Background: an optimization exercise with open tools, aiming at small area and a short achievable clock period. Do not read the settings as production practice.
Function was checked by simulation only, so behaviour that the tests miss may differ from the original.
Power and IR drop assume default switching activity.

==> try-indigo <==
## bcd_adder100
module bcd_adder100(
    input              clk,
    input      [399:0] a,
    input      [399:0] b,
    input              cin,
    output reg         cout,
    output reg [399:0] sum );
==> module bcd_fadd, before the edit <==
module bcd_fadd(
    input  [3:0] a,
    input  [3:0] b,
    input        cin,
    output       cout,
    output [3:0] sum );
    wire [4:0] s = a + b + cin;
    assign cout = (s > 5'd9);
    assign sum  = cout ? (s[3:0] + 4'd6) : s[3:0];
endmodule
==> module bcd_adder100_core, before the edit <==
module bcd_adder100_core( 
    input [399:0] a, b,
    input cin,
    output cout,
    output [399:0] sum );
	wire [99:0] cout_temp;
	bcd_fadd u_bcd_fadd(
		.a(a[3:0]),
		.b(b[3:0]),
		.cin(cin),
		.cout(cout_temp[0]),
		.sum(sum[3:0])
	);
	generate
		genvar i;
		for(i=1; i<100; i=i+1)
		begin : block1
			bcd_fadd u_bcd_fadd(
				.a(a[4*i+3 : 4*i]),
				.b(b[4*i+3 : 4*i]),
				.cin(cout_temp[i-1]),
				.cout(cout_temp[i]),
				.sum(sum[4*i+3 : 4*i])
			);
		end
	endgenerate
	assign cout = cout_temp[99]; 
endmodule
==> module bcd_adder100, before the edit <==
module bcd_adder100(
    input              clk,
    input      [399:0] a,
    input      [399:0] b,
    input              cin,
    output reg         cout,
    output reg [399:0] sum );
    reg  [399:0] a_r;
    reg  [399:0] b_r;
    reg          cin_r;
    wire         cout_w;
    wire [399:0] sum_w;
    bcd_adder100_core u_core(
        .a(a_r), .b(b_r), .cin(cin_r), .cout(cout_w), .sum(sum_w));
    always @(posedge clk) begin
        a_r   <= a;
        b_r   <= b;
        cin_r <= cin;
        cout  <= cout_w;
        sum   <= sum_w;
    end
endmodule
clock: 180.0 ns
lec_check: 0
cap_margin: 20
core_margin: 2
core_utilization: 40
slew_margin: 20
run.sh (not shown) runs the stock make flow with config.mk's settings and CLKGATE_MAP_FILE= SYNTH_SCRIPT=/design/flow/synth_recipe.tcl, a recipe that flattens the netlist after the stock synthesis.
==> try-yarrow (differences from try-indigo) <==
==> flow/design.v (replaced) <==
module bcd_fadd(
    input  [3:0] a,
    input  [3:0] b,
    output       g,
    output [3:0] l );
    wire k = a[0] & b[0];
    wire c1, c2;
    assign l[0] = a[0] ^ b[0];
    assign l[1] = a[1] ^ b[1] ^ k;
    assign c1   = (a[1] & b[1]) | (a[1] & k) | (b[1] & k);
    assign l[2] = a[2] ^ b[2] ^ c1;
    assign c2   = (a[2] & b[2]) | (a[2] & c1) | (b[2] & c1);
    assign l[3] = a[3] ^ b[3] ^ c2;
    assign g    = (a[3] & b[3]) | (a[3] & c2) | (b[3] & c2);
endmodule
module bcd_finc(
    input  [3:0] l,
    input        g,
    input        c,
    output       cout,
    output [3:0] sum );
    wire [3:0] h = {g, l[3:1]};
    wire gen  = h[3] | (h[2] & (h[1] | h[0]));       
    wire prop = (h[2] & ~h[1] & ~h[0]) & l[0];        
    assign cout = gen | (c & prop);
    wire w = l[0] & c;
    assign sum[0] = l[0] ^ c;
    wire is4 = h[2] & ~h[1] & ~h[0];
    wire is9 = h[3] & h[0];
    wire [2:0] m;    
    assign m[0] = h[0] ^ gen;
    assign m[1] = h[1] ^ (~h[0] & (h[3] | (h[2] & h[1])));
    assign m[2] = is4 | is9;
    assign sum[1] = m[0] ^ (w & ~m[2]);
    assign sum[2] = m[1] ^ (w & m[0]);
    assign sum[3] = w ? (m[0] & m[1]) : m[2];
endmodule
module bcd_adder100_core(
    input  [399:0] l,
    input  [99:0]  g,
    input          cin,
    output         cout,
    output [399:0] sum );
    wire [100:0] c;
    assign c[0] = cin;
    genvar i;
    generate
        for (i = 0; i < 100; i = i + 1) begin : digit
            bcd_finc u_inc(
                .l(l[4*i+3 : 4*i]),
                .g(g[i]),
                .c(c[i]),
                .cout(c[i+1]),
                .sum(sum[4*i+3 : 4*i]));
        end
    endgenerate
    assign cout = c[100];
endmodule
module bcd_adder100(
    input              clk,
    input      [399:0] a,
    input      [399:0] b,
    input              cin,
    output reg         cout,
    output reg [399:0] sum );
    wire [399:0] l_w;
    wire [99:0]  g_w;
    reg  [399:0] l_r;
    reg  [99:0]  g_r;
    reg          cin_r;
    wire         cout_w;
    wire [399:0] sum_w;
    genvar i;
    generate
        for (i = 0; i < 100; i = i + 1) begin : pre
            bcd_fadd u_pre(
                .a(a[4*i+3 : 4*i]),
                .b(b[4*i+3 : 4*i]),
                .g(g_w[i]),
                .l(l_w[4*i+3 : 4*i]));
        end
    endgenerate
    bcd_adder100_core u_core(
        .l(l_r), .g(g_r), .cin(cin_r), .cout(cout_w), .sum(sum_w));
    always @(posedge clk) begin
        l_r   <= l_w;
        g_r   <= g_w;
        cin_r <= cin;
        cout  <= cout_w;
        sum   <= sum_w;
    end
endmodule
==> flow/flow/run.sh (new file) <==
#!/bin/bash
# The standard layout (standard.sh), with two changes:
#  - synthesis maps with an area-oriented ABC script (flow/abc_area.script)
#    and skips the early "abc -fast" of Yosys's synth (-noabc), so the full
#    and half adders are extracted from the design as written;
#  - every port is buffered with the smallest buffer, buf_1.
# The rest of ORFS's scripts is used unchanged, from a copy in this folder.
set -euo pipefail
rm -rf scripts_local
cp -r "$FLOW_HOME/scripts" scripts_local
cp flow/abc_area.script scripts_local/abc_speed.script
export SCRIPTS_DIR="$PWD/scripts_local"
export SYNTH_ARGS="-noabc"
export BUFFER_PORTS_ARGS="-buffer_cell sky130_fd_sc_hd__buf_1"
bash standard.sh > standard.log 2>&1
==> flow/flow/abc_area.script (new file) <==
&get -n
&st
&dch
&nf -R 1000
&put
topo
stime -c
==> flow/standard.sh (new file) <==
#!/bin/bash
# synth_recipe.tcl (not shown) runs the flow's synth.tcl, then flattens the netlist and writes it again
# the make line also repeats each setting of config.mk as NAME=value (left out here)
make -C /OpenROAD-flow-scripts/flow DESIGN_CONFIG=/design/flow/config.mk WORK_HOME=/design/flow/orfs CLKGATE_MAP_FILE= SYNTH_SCRIPT=/design/flow/synth_recipe.tcl "${@:-finish}"
Settings changed: CORE_AREA set to 4 4 616 156, CORE_MARGIN 2 to unset, CORE_UTILIZATION 40 to unset, CTS_BUF_LIST set to sky130_fd_sc_hd__clkbuf_16, CTS_CLUSTER_DIAMETER set to 80, CTS_CLUSTER_SIZE set to 28, DIE_AREA set to 0 0 620 160.
removed: flow/run.sh
==> try-fjord (differences from try-indigo) <==
==> flow/design.v (replaced) <==
module bcd_fadd(
    input  [3:0] a,
    input  [3:0] b,
    output       g,
    output [3:0] l );
    wire k = a[0] & b[0];
    wire c1, c2;
    assign l[0] = a[0] ^ b[0];
    assign l[1] = a[1] ^ b[1] ^ k;
    assign c1   = (a[1] & b[1]) | (a[1] & k) | (b[1] & k);
    assign l[2] = a[2] ^ b[2] ^ c1;
    assign c2   = (a[2] & b[2]) | (a[2] & c1) | (b[2] & c1);
    assign l[3] = a[3] ^ b[3] ^ c2;
    assign g    = (a[3] & b[3]) | (a[3] & c2) | (b[3] & c2);
endmodule
module bcd_finc(
    input  [3:0] l,
    input        g,
    input        c,
    output       cout,
    output [3:0] sum );
    wire [3:0] h = {g, l[3:1]};
    wire gen  = h[3] | (h[2] & (h[1] | h[0]));       
    wire prop = (h[2] & ~h[1] & ~h[0]) & l[0];        
    assign cout = gen | (c & prop);
    wire is4 = h[2] & ~h[1] & ~h[0];
    wire is9 = h[3] & h[0];
    wire is3 = ~h[2] & h[1] & h[0];
    wire is8 = h[3] & ~h[0];
    wire [2:0] m;    
    assign m[0] = h[0] ^ gen;
    assign m[1] = h[1] ^ (~h[0] & (h[3] | (h[2] & h[1])));
    assign m[2] = is4 | is9;
    assign sum[0] = l[0] ^ c;
    assign sum[1] = m[0] ^ (c & (l[0] & ~m[2]));
    assign sum[2] = m[1] ^ (c & (l[0] & m[0]));
    assign sum[3] = m[2] ^ (c & (l[0] & (m[2] | is3 | is8)));
endmodule
module bcd_adder100_core(
    input  [399:0] l,
    input  [99:0]  g,
    input          cin,
    output         cout,
    output [399:0] sum );
    wire [100:0] c;
    assign c[0] = cin;
    genvar i;
    generate
        for (i = 0; i < 100; i = i + 1) begin : digit
            bcd_finc u_inc(
                .l(l[4*i+3 : 4*i]),
                .g(g[i]),
                .c(c[i]),
                .cout(c[i+1]),
                .sum(sum[4*i+3 : 4*i]));
        end
    endgenerate
    assign cout = c[100];
endmodule
module bcd_adder100(
    input              clk,
    input      [399:0] a,
    input      [399:0] b,
    input              cin,
    output reg         cout,
    output reg [399:0] sum );
    wire [399:0] l_w;
    wire [99:0]  g_w;
    reg  [399:0] l_r;
    reg  [99:0]  g_r;
    reg          cin_r;
    wire         cout_w;
    wire [399:0] sum_w;
    genvar i;
    generate
        for (i = 0; i < 100; i = i + 1) begin : pre
            bcd_fadd u_pre(
                .a(a[4*i+3 : 4*i]),
                .b(b[4*i+3 : 4*i]),
                .g(g_w[i]),
                .l(l_w[4*i+3 : 4*i]));
        end
    endgenerate
    bcd_adder100_core u_core(
        .l(l_r), .g(g_r), .cin(cin_r), .cout(cout_w), .sum(sum_w));
    always @(posedge clk) begin
        l_r   <= l_w;
        g_r   <= g_w;
        cin_r <= cin;
        cout  <= cout_w;
        sum   <= sum_w;
    end
endmodule
==> flow/flow/run.sh (new file) <==
#!/bin/bash
# The standard layout (standard.sh), with two changes:
#  - synthesis maps with an area-oriented ABC script (flow/abc_area.script)
#    and skips the early "abc -fast" of Yosys's synth (-noabc), so the full
#    and half adders are extracted from the design as written;
#  - every port is buffered with the smallest buffer, buf_1.
# The rest of ORFS's scripts is used unchanged, from a copy in this folder.
set -euo pipefail
rm -rf scripts_local
cp -r "$FLOW_HOME/scripts" scripts_local
cp flow/abc_area.script scripts_local/abc_speed.script
export SCRIPTS_DIR="$PWD/scripts_local"
export SYNTH_ARGS="-noabc"
export BUFFER_PORTS_ARGS="-buffer_cell sky130_fd_sc_hd__buf_1"
bash standard.sh > standard.log 2>&1
==> flow/flow/abc_area.script (new file) <==
&get -n
&st
&dch
&nf -R 1000
&put
topo
stime -c
==> flow/standard.sh (new file) <==
#!/bin/bash
# synth_recipe.tcl (not shown) runs the flow's synth.tcl, then flattens the netlist and writes it again
# the make line also repeats each setting of config.mk as NAME=value (left out here)
make -C /OpenROAD-flow-scripts/flow DESIGN_CONFIG=/design/flow/config.mk WORK_HOME=/design/flow/orfs CLKGATE_MAP_FILE= SYNTH_SCRIPT=/design/flow/synth_recipe.tcl "${@:-finish}"
Settings changed: CORE_AREA set to 4 4 346 346, CORE_MARGIN 2 to unset, CORE_UTILIZATION 40 to unset, DIE_AREA set to 0 0 350 350.
removed: flow/run.sh
==> run_results.csv <==
group,metric,value,unit
outcome,outcome,"no timing/DRC/antenna violations",
cells_and_area,num-multi-input-gates,1800,
cells_and_area,nNonClkBuffers,1202,
routing,route.met2.wl,59800,um
clock_tree,clk_pin_slew_worst_paths,0.10,ns
setup_path,critPathTopFamily,"buffers and inverters",
setup_path,reg2reg_to,"sum[398]",
setup_path,r2r-start,"l_r[1]",
pwr,pg_seq,283,uW
cells_and_area,final_layout_size_suffix_gt1_frac,0.0104,
(the above is from try-yarrow)
==> run_results.csv <==
group,metric,value,unit
outcome,outcome,"no timing/DRC/antenna violations",
clock_tree,cts_buffers,136,
setup_path,worstRegToRegCells,796,
clock_tree,cts_resized,0,
pwr,pg_seq,336,uW
setup_path,critPathTopFamily,"adder cells",
cells_and_area,nNonClkBuffers,1387,
setup_path,crit_arrival,173.23,ns
pwr,p_total,976,uW
routing,route.met2.wl,81100,um
sta,min_period,172.61,ns
setup_path,reg2reg_to,"sum[399]",
cells_and_area,num-multi-input-gates,2353,
cells_and_area,final_layout_size_suffix_gt1_frac,0.114,
(the above is from try-indigo)
==> run_results.csv <==
group,metric,value,unit
outcome,outcome,"no timing/DRC/antenna violations",
pwr,pg_seq,287,uW
cells_and_area,nNonClkBuffers,1202,
cells_and_area,num-multi-input-gates,2204,
routing,route.met2.wl,58500,um
setup_path,reg2reg_to,"sum[399]",
pwr,p_total,673,uW
setup_path,r2r-start,"l_r[1]",
setup_path,critPathTopFamily,"buffers and inverters",
global_route,antenna_found_initial,23,
clock_tree,clk_pin_slew_worst_paths,0.06,ns
cells_and_area,multi_input_area,18500,um^2
global_route,grtUsageMet1,0.224,
cells_and_area,final_layout_size_suffix_gt1_frac,0.0322,
(the above is from try-fjord)

-- afterwards: timing with drivers on the ports --
Ports are ideal in the flow. The routed layouts listed here were re-timed in OpenROAD.
Step 1 assumes that a clkbuf_16 drives the clock port and a buf_2 every other input.
Step 2 moves the port delays by t, midway between the first and last clock arrival at a register: inputs arrive t later, outputs are due t later. That takes back most of the time a late clock gives input paths.
Three values: ideal, step 1, step 2; two values: the first two.
| run | t (ns) | slack for setup (ns) | worst register clock-pin slew, ns | worst slew at a driven data input, ns |
|---|---|---|---|---|
| try-indigo | 0.826 | 7.390 / 7.390 / 7.390 | 0.06 / 0.06 | 0.23 |
| try-yarrow | 0.665 | 142.476 / 142.407 / 142.225 | 0.12 / 0.12 | 0.15 |
| try-fjord | 0.718 | 142.421 / 142.346 / 142.180 | 0.06 / 0.06 | 0.26 |
After both steps setup and hold are still met in every run listed. The setup slack of try-yarrow, which loses most, moves by -0.069 ns with the drivers and by -0.251 ns with both steps.
